What follows belongs to an exercise in optimizing a design on an open flow for small area, a short achievable clock period and few clock cycles per item; a production flow would make more cautious choices.

before:
## DSP_CONV1D
module DSP_CONV1D #(
    parameter AXI_DATA_WIDTH = 32,
    parameter AXI_ADDR_WIDTH = 5,  
    parameter DSP_DATA_WIDTH = 32,
    parameter MAX_CONV_LEN = 256,
    parameter MAX_KERNEL_LEN = 32
)(
    input  s_axi_clk,
    input  s_axi_resetn,  
    input  [AXI_ADDR_WIDTH-1:0] s_axi_awaddr,
    input  s_axi_awvalid,
    output reg s_axi_awready,
    input  [AXI_DATA_WIDTH-1:0] s_axi_wdata,
    input  [AXI_DATA_WIDTH/8-1:0] s_axi_wstrb,
    input  s_axi_wvalid,
    output reg s_axi_wready,
    output reg  s_axi_bvalid,
    input  s_axi_bready,
    output reg [1:0] s_axi_bresp,
    input  [AXI_ADDR_WIDTH-1:0] s_axi_araddr,
    input  s_axi_arvalid,
    output reg s_axi_arready,
    output reg [AXI_DATA_WIDTH-1:0] s_axi_rdata,
    output reg [1:0] s_axi_rresp,
    output reg s_axi_rvalid,
    input  s_axi_rready,
    output interrupt_o,
    output reg [DSP_DATA_WIDTH-1:0] dsp_mem_addr_o,
    input  [DSP_DATA_WIDTH-1:0] dsp_mem_rdata_i,
    output reg dsp_mem_req_o,
    input  dsp_mem_ack_i,
    output reg dsp_mem_we_o,
    output reg [DSP_DATA_WIDTH-1:0] dsp_mem_wdata_o
);
Size: ~4100 cells after synthesis, roughly 1000 flip-flops, about 190 I/O pins, ~0.051 mm² of cells after synthesis.
export LEC_CHECK = 0
export ABC_CLOCK_PERIOD_IN_PS = 3000
export CAP_MARGIN = 20
export CORE_MARGIN = 2
export CORE_UTILIZATION = 55
export SLEW_MARGIN = 20
create_clock -name core_clock -period 9.0 [get_ports {s_axi_clk}]
standard.sh (not shown) runs the stock make flow with config.mk's settings and CLKGATE_MAP_FILE= SYNTH_SCRIPT=/design/flow/synth_recipe.tcl, a recipe that flattens the netlist after the stock synthesis.
==> flow/flow/run.sh <==
#!/bin/bash
set -euo pipefail
bash standard.sh SETUP_SLACK_MARGIN=6 "BUFFER_PORTS_ARGS=-buffer_cell sky130_fd_sc_hd__buf_4" finish > standard_finish.log 2>&1
Edits applied to the flow inputs when going from before to after:
Settings: CORE_UTILIZATION: 55 -> 65.
Notes after the runs:
- Compared with before, after shows a higher met2 track utilization from global routing.
- When after is set beside before, its relative max-transition margin turns out to be 14 points smaller.
- Between after and before, the cell area figures differ only marginally.
- after vs. before: global-route wire length before repair went down by about 1.4%.
- On final worst slack: after sits below before.
- In the reports for after and before, the smaller number of placement rows belongs to after.
- Placer's final routability congestion estimate of before is on par with after.
- Going from before to after, the maximum single-stage delay on the critical path was found to have gone up by 0.04 ns.
- Run comparison: before critical-path cell with the highest stage delay or4b_1; after critical-path cell with the highest stage delay dfstp_2
Function was not checked in any run of this note: the RTL went through the layout flow alone.

run A:
DSP_CONV1D, a different RTL version from the one above (not shown whole).
Size in the first run: roughly 4200 cells after synthesis, roughly 1000 flip-flops, about 52000 µm² of cells after synthesis.
Settings: LEC_CHECK=0, ABC_CLOCK_PERIOD_IN_PS=3000, CAP_MARGIN=20, CORE_MARGIN=2, CORE_UTILIZATION=40, SLEW_MARGIN=20; clock period 9.0 ns.
==> flow/flow/run.sh <==
#!/bin/bash
set -euo pipefail
bash standard.sh SETUP_SLACK_MARGIN=5.7 finish > standard_finish.log 2>&1
## Diff of input files: run B against run A
Settings: setting SETUP_SLACK_MARGIN to 5 for the first time.
==> flow/run.sh (new file) <==
#!/bin/bash
# synth_recipe.tcl (not shown) runs the flow's synth.tcl, then flattens the netlist and writes it again
# the make line also repeats each setting of config.mk as NAME=value (left out here)
make -C /OpenROAD-flow-scripts/flow DESIGN_CONFIG=/design/flow/config.mk WORK_HOME=/design/flow/orfs CLKGATE_MAP_FILE= SYNTH_SCRIPT=/design/flow/synth_recipe.tcl finish
removed: flow/flow/run.sh
removed: flow/standard.sh
Against run A as the reference, run B delivers a lower setup slack. Relative to run A, the via count of run B is lower by 1.7%. A highest metal layer used by the detailed router of met4 is what run B shows, while met5 belongs to run A. Looking at core utilization across run B and run A, the one that comes out higher is run A.
No run of this note included a check of the RTL's function; only the layout flow was run.

[port drivers added, routing unchanged]
In the flow no input, the clock included, has a driving cell. The finished layouts below were timed again as built, in two steps. Step 1 sets driving cells, clkbuf_16 on the clock port and buf_2 on the other inputs (assumed; they add their load-dependent delay and slew). Step 2, shift: input delay + t, output delay - t, t = (earliest + latest rising clock arrival at the registers) / 2. This alone moves slack from input paths to output paths. Three values: no drivers, after step 1, after step 2; two values: the first two.
run | t (ns) | setup slack, ns | latest minus earliest clock arrival (ns) | pins driven straight from the clock port
before | 0.744 | 5.141 / 5.141 / 5.141 | 0.037 / 0.037 | 1
after | 0.724 | 5.102 / 5.102 / 5.102 | 0.019 / 0.019 | 1
run A | 0.790 | 5.698 / 5.628 / 4.963 | 0.096 / 0.096 | 1
run B | 0.800 | 5.130 / 5.067 / 4.395 | 0.067 / 0.067 | 1
After both steps every run listed still meets setup and hold.
